From an optimization exercise on the open Yosys and OpenROAD flow, aimed at small area, a short achievable clock period and few clock cycles per item; shortcuts taken in it are not production practice.
Only simulation tests tie the RTL to the original design; equivalence was not proved.

## SHA256
module SHA256(
  input clk,
  input [2:0] P,
  input [255:0] passwd_hash,
  input [71:0] start,
  output [71:0] hash,
  output done
);
==> flow/config.mk <==
export PLATFORM = sky130hd
export DESIGN_NAME = SHA256
export DESIGN_NICKNAME = SHA256
export VERILOG_FILES = /design/flow/design.v
export SDC_FILE = /design/flow/constraint.sdc
export NUM_CORES = 4
export LEC_CHECK = 0
export CAP_MARGIN = 20
export CORE_MARGIN = 2
export CORE_UTILIZATION = 40
export SLEW_MARGIN = 20
export SYNTH_HIERARCHICAL = 1
export SYNTH_MEMORY_MAX_BITS = 8192
==> flow/constraint.sdc <==
create_clock -name core_clock -period 15.0 [get_ports {clk}]
set_input_delay 3.0000 -clock core_clock [delete_from_list [all_inputs] [get_ports {clk}]]
set_output_delay 3.0000 -clock core_clock [all_outputs]
set_load 0.01 [all_outputs]
standard.sh (not shown) runs the stock make flow with config.mk's settings and CLKGATE_MAP_FILE= SYNTH_SCRIPT=/design/flow/synth_recipe.tcl, a recipe that flattens the netlist after the stock synthesis.
==> flow/flow/run.sh <==
#!/bin/bash
# Standard ORFS layout, with repair_timing aiming for more setup slack than the clock needs,
# and clock tree synthesis without dummy loads.
set -euo pipefail
bash standard.sh SETUP_SLACK_MARGIN=10.3 "CTS_ARGS=-sink_clustering_enable -repair_clock_nets -dont_use_dummy_load" finish > standard.log 2>&1
Testbench counts at the start, summed over its fixed seeds: cycles 200,798, items 3,217.
Rerun with:
==> flow/flow/run.sh (replaced) <==
#!/bin/bash
# Standard ORFS layout, with repair_timing aiming for more setup slack than the clock needs,
# and clock tree synthesis without dummy loads.
set -euo pipefail
bash standard.sh SETUP_SLACK_MARGIN=10.6 "CTS_ARGS=-sink_clustering_enable -repair_clock_nets -dont_use_dummy_load" finish > standard.log 2>&1
=>
- The changed run went through all stages and came out clean
- global-route usage grows by 0.33 points
- cell area grows by 2.7%
- synthesized area is unchanged
- final cell count grows by about 0.9%
- die area is unchanged
- worst setup slack gains 0.092 ns
- wire length grows by 1.3%
- non-clock buffer count grows by 54
- synthesized cell count stays the same
Rerun with:
==> flow/flow/run.sh (replaced) <==
#!/bin/bash
# Standard ORFS layout, with repair_timing aiming for more setup slack than the clock needs,
# and clock tree synthesis without dummy loads.
set -euo pipefail
bash standard.sh SETUP_SLACK_MARGIN=11 "CTS_ARGS=-sink_clustering_enable -repair_clock_nets -dont_use_dummy_load" finish > standard.log 2>&1
=> Design area is higher by 1.6%; final cell count goes up by 1.1%; non-clock buffer count increases by 64.
Rerun with:
==> flow/flow/run.sh (replaced) <==
#!/bin/bash
# Standard ORFS layout, with repair_timing aiming for more setup slack than the clock needs,
# and clock tree synthesis without dummy loads.
set -euo pipefail
bash standard.sh SETUP_SLACK_MARGIN=10.3 "CTS_ARGS=-sink_clustering_enable -repair_clock_nets -dont_use_dummy_load" finish > standard.log 2>&1
Settings changed: CORE_UTILIZATION 40 to 60.
After rerunning: Area after synthesis is unchanged. Via count hardly moves. Routed wire length went down by 4.4%. Cell area went down by 5.1%. Worst hold slack gets worse by 0.029 ns.
Rerun with:
Settings changed: CORE_UTILIZATION 60 to 50.
First-iteration DRC count is lower by 12%.
Die area is higher by 20%.
Routed wire length is about the same.

* * *

epsilon:
SHA256 again, from the RTL that the note above started with.
clock: 15.0 ns
lec_check: 0
cap_margin: 20
core_margin: 2
core_utilization: 65
slew_margin: 20
synth_hierarchical: 1
synth_memory_max_bits: 8192
==> flow/flow/run.sh <==
#!/bin/bash
# Standard ORFS layout, with repair_timing aiming for more setup slack than the clock needs,
# and clock tree synthesis without dummy loads.
set -euo pipefail
bash standard.sh SETUP_SLACK_MARGIN=10.3 "CTS_ARGS=-sink_clustering_enable -repair_clock_nets -dont_use_dummy_load" finish > standard.log 2>&1
Testbench counts of epsilon, summed over its fixed seeds: cycles 200,798, items 3,217.
diff inputs: epsilon => beta
Settings: swapping 65 for 40 in CORE_UTILIZATION.
-- flow/flow/run.sh --
<<< epsilon, line 5
bash standard.sh SETUP_SLACK_MARGIN=10.3 "CTS_ARGS=-sink_clustering_enable -repair_clock_nets -dont_use_dummy_load" finish > standard.log 2>&1
>>> beta, line 5
bash standard.sh SETUP_SLACK_MARGIN=10.1 "CTS_ARGS=-sink_clustering_enable -repair_clock_nets -dont_use_dummy_load" finish > standard.log 2>&1
## What came out
Going from epsilon to beta, global-route usage now smaller, antenna diode count now smaller. Lower hold slack was reported by epsilon, not beta. The post-route worst setup slack of beta is lower than that of epsilon. In the tables for epsilon and beta, die outline area reads higher with beta.

-- what the ideal ports hide --
In the flow no input, the clock included, has a driving cell. The finished layouts below were timed again as built, in two steps.
Step 1 assumes that a clkbuf_16 drives the clock port and a buf_2 every other input.
Step 2, shift: input delay + t, output delay - t, t = (earliest + latest rising clock arrival at the registers) / 2. This alone moves slack from input paths to output paths.
Slacks: ideal / step 1 / step 2; pairs: ideal / step 1.
| run | t, ns | slack for setup (ns) | latest minus earliest clock arrival (ns) |
|---|---|---|---|
| the first run of note 1 | 0.702 | 10.273 / 10.285 / 9.592 | 0.068 / 0.068 |
| the second run of note 1 | 0.703 | 10.365 / 10.365 / 9.838 | 0.067 / 0.068 |
| the third run of note 1 | 0.710 | 10.309 / 10.309 / 9.901 | 0.088 / 0.088 |
| the fourth run of note 1 | 0.678 | 10.270 / 10.279 / 9.637 | 0.105 / 0.105 |
| the fifth run of note 1 | 0.704 | 10.316 / 10.297 / 9.690 | 0.084 / 0.083 |
| epsilon | 0.683 | 10.156 / 10.186 / 9.502 | 0.078 / 0.079 |
| beta | 0.700 | 10.110 / 10.091 / 9.452 | 0.100 / 0.100 |
After both steps setup and hold are still met in every run listed. The setup slack of the first run of note 1, which loses most, moves by +0.012 ns with the drivers and by -0.681 ns with both steps.
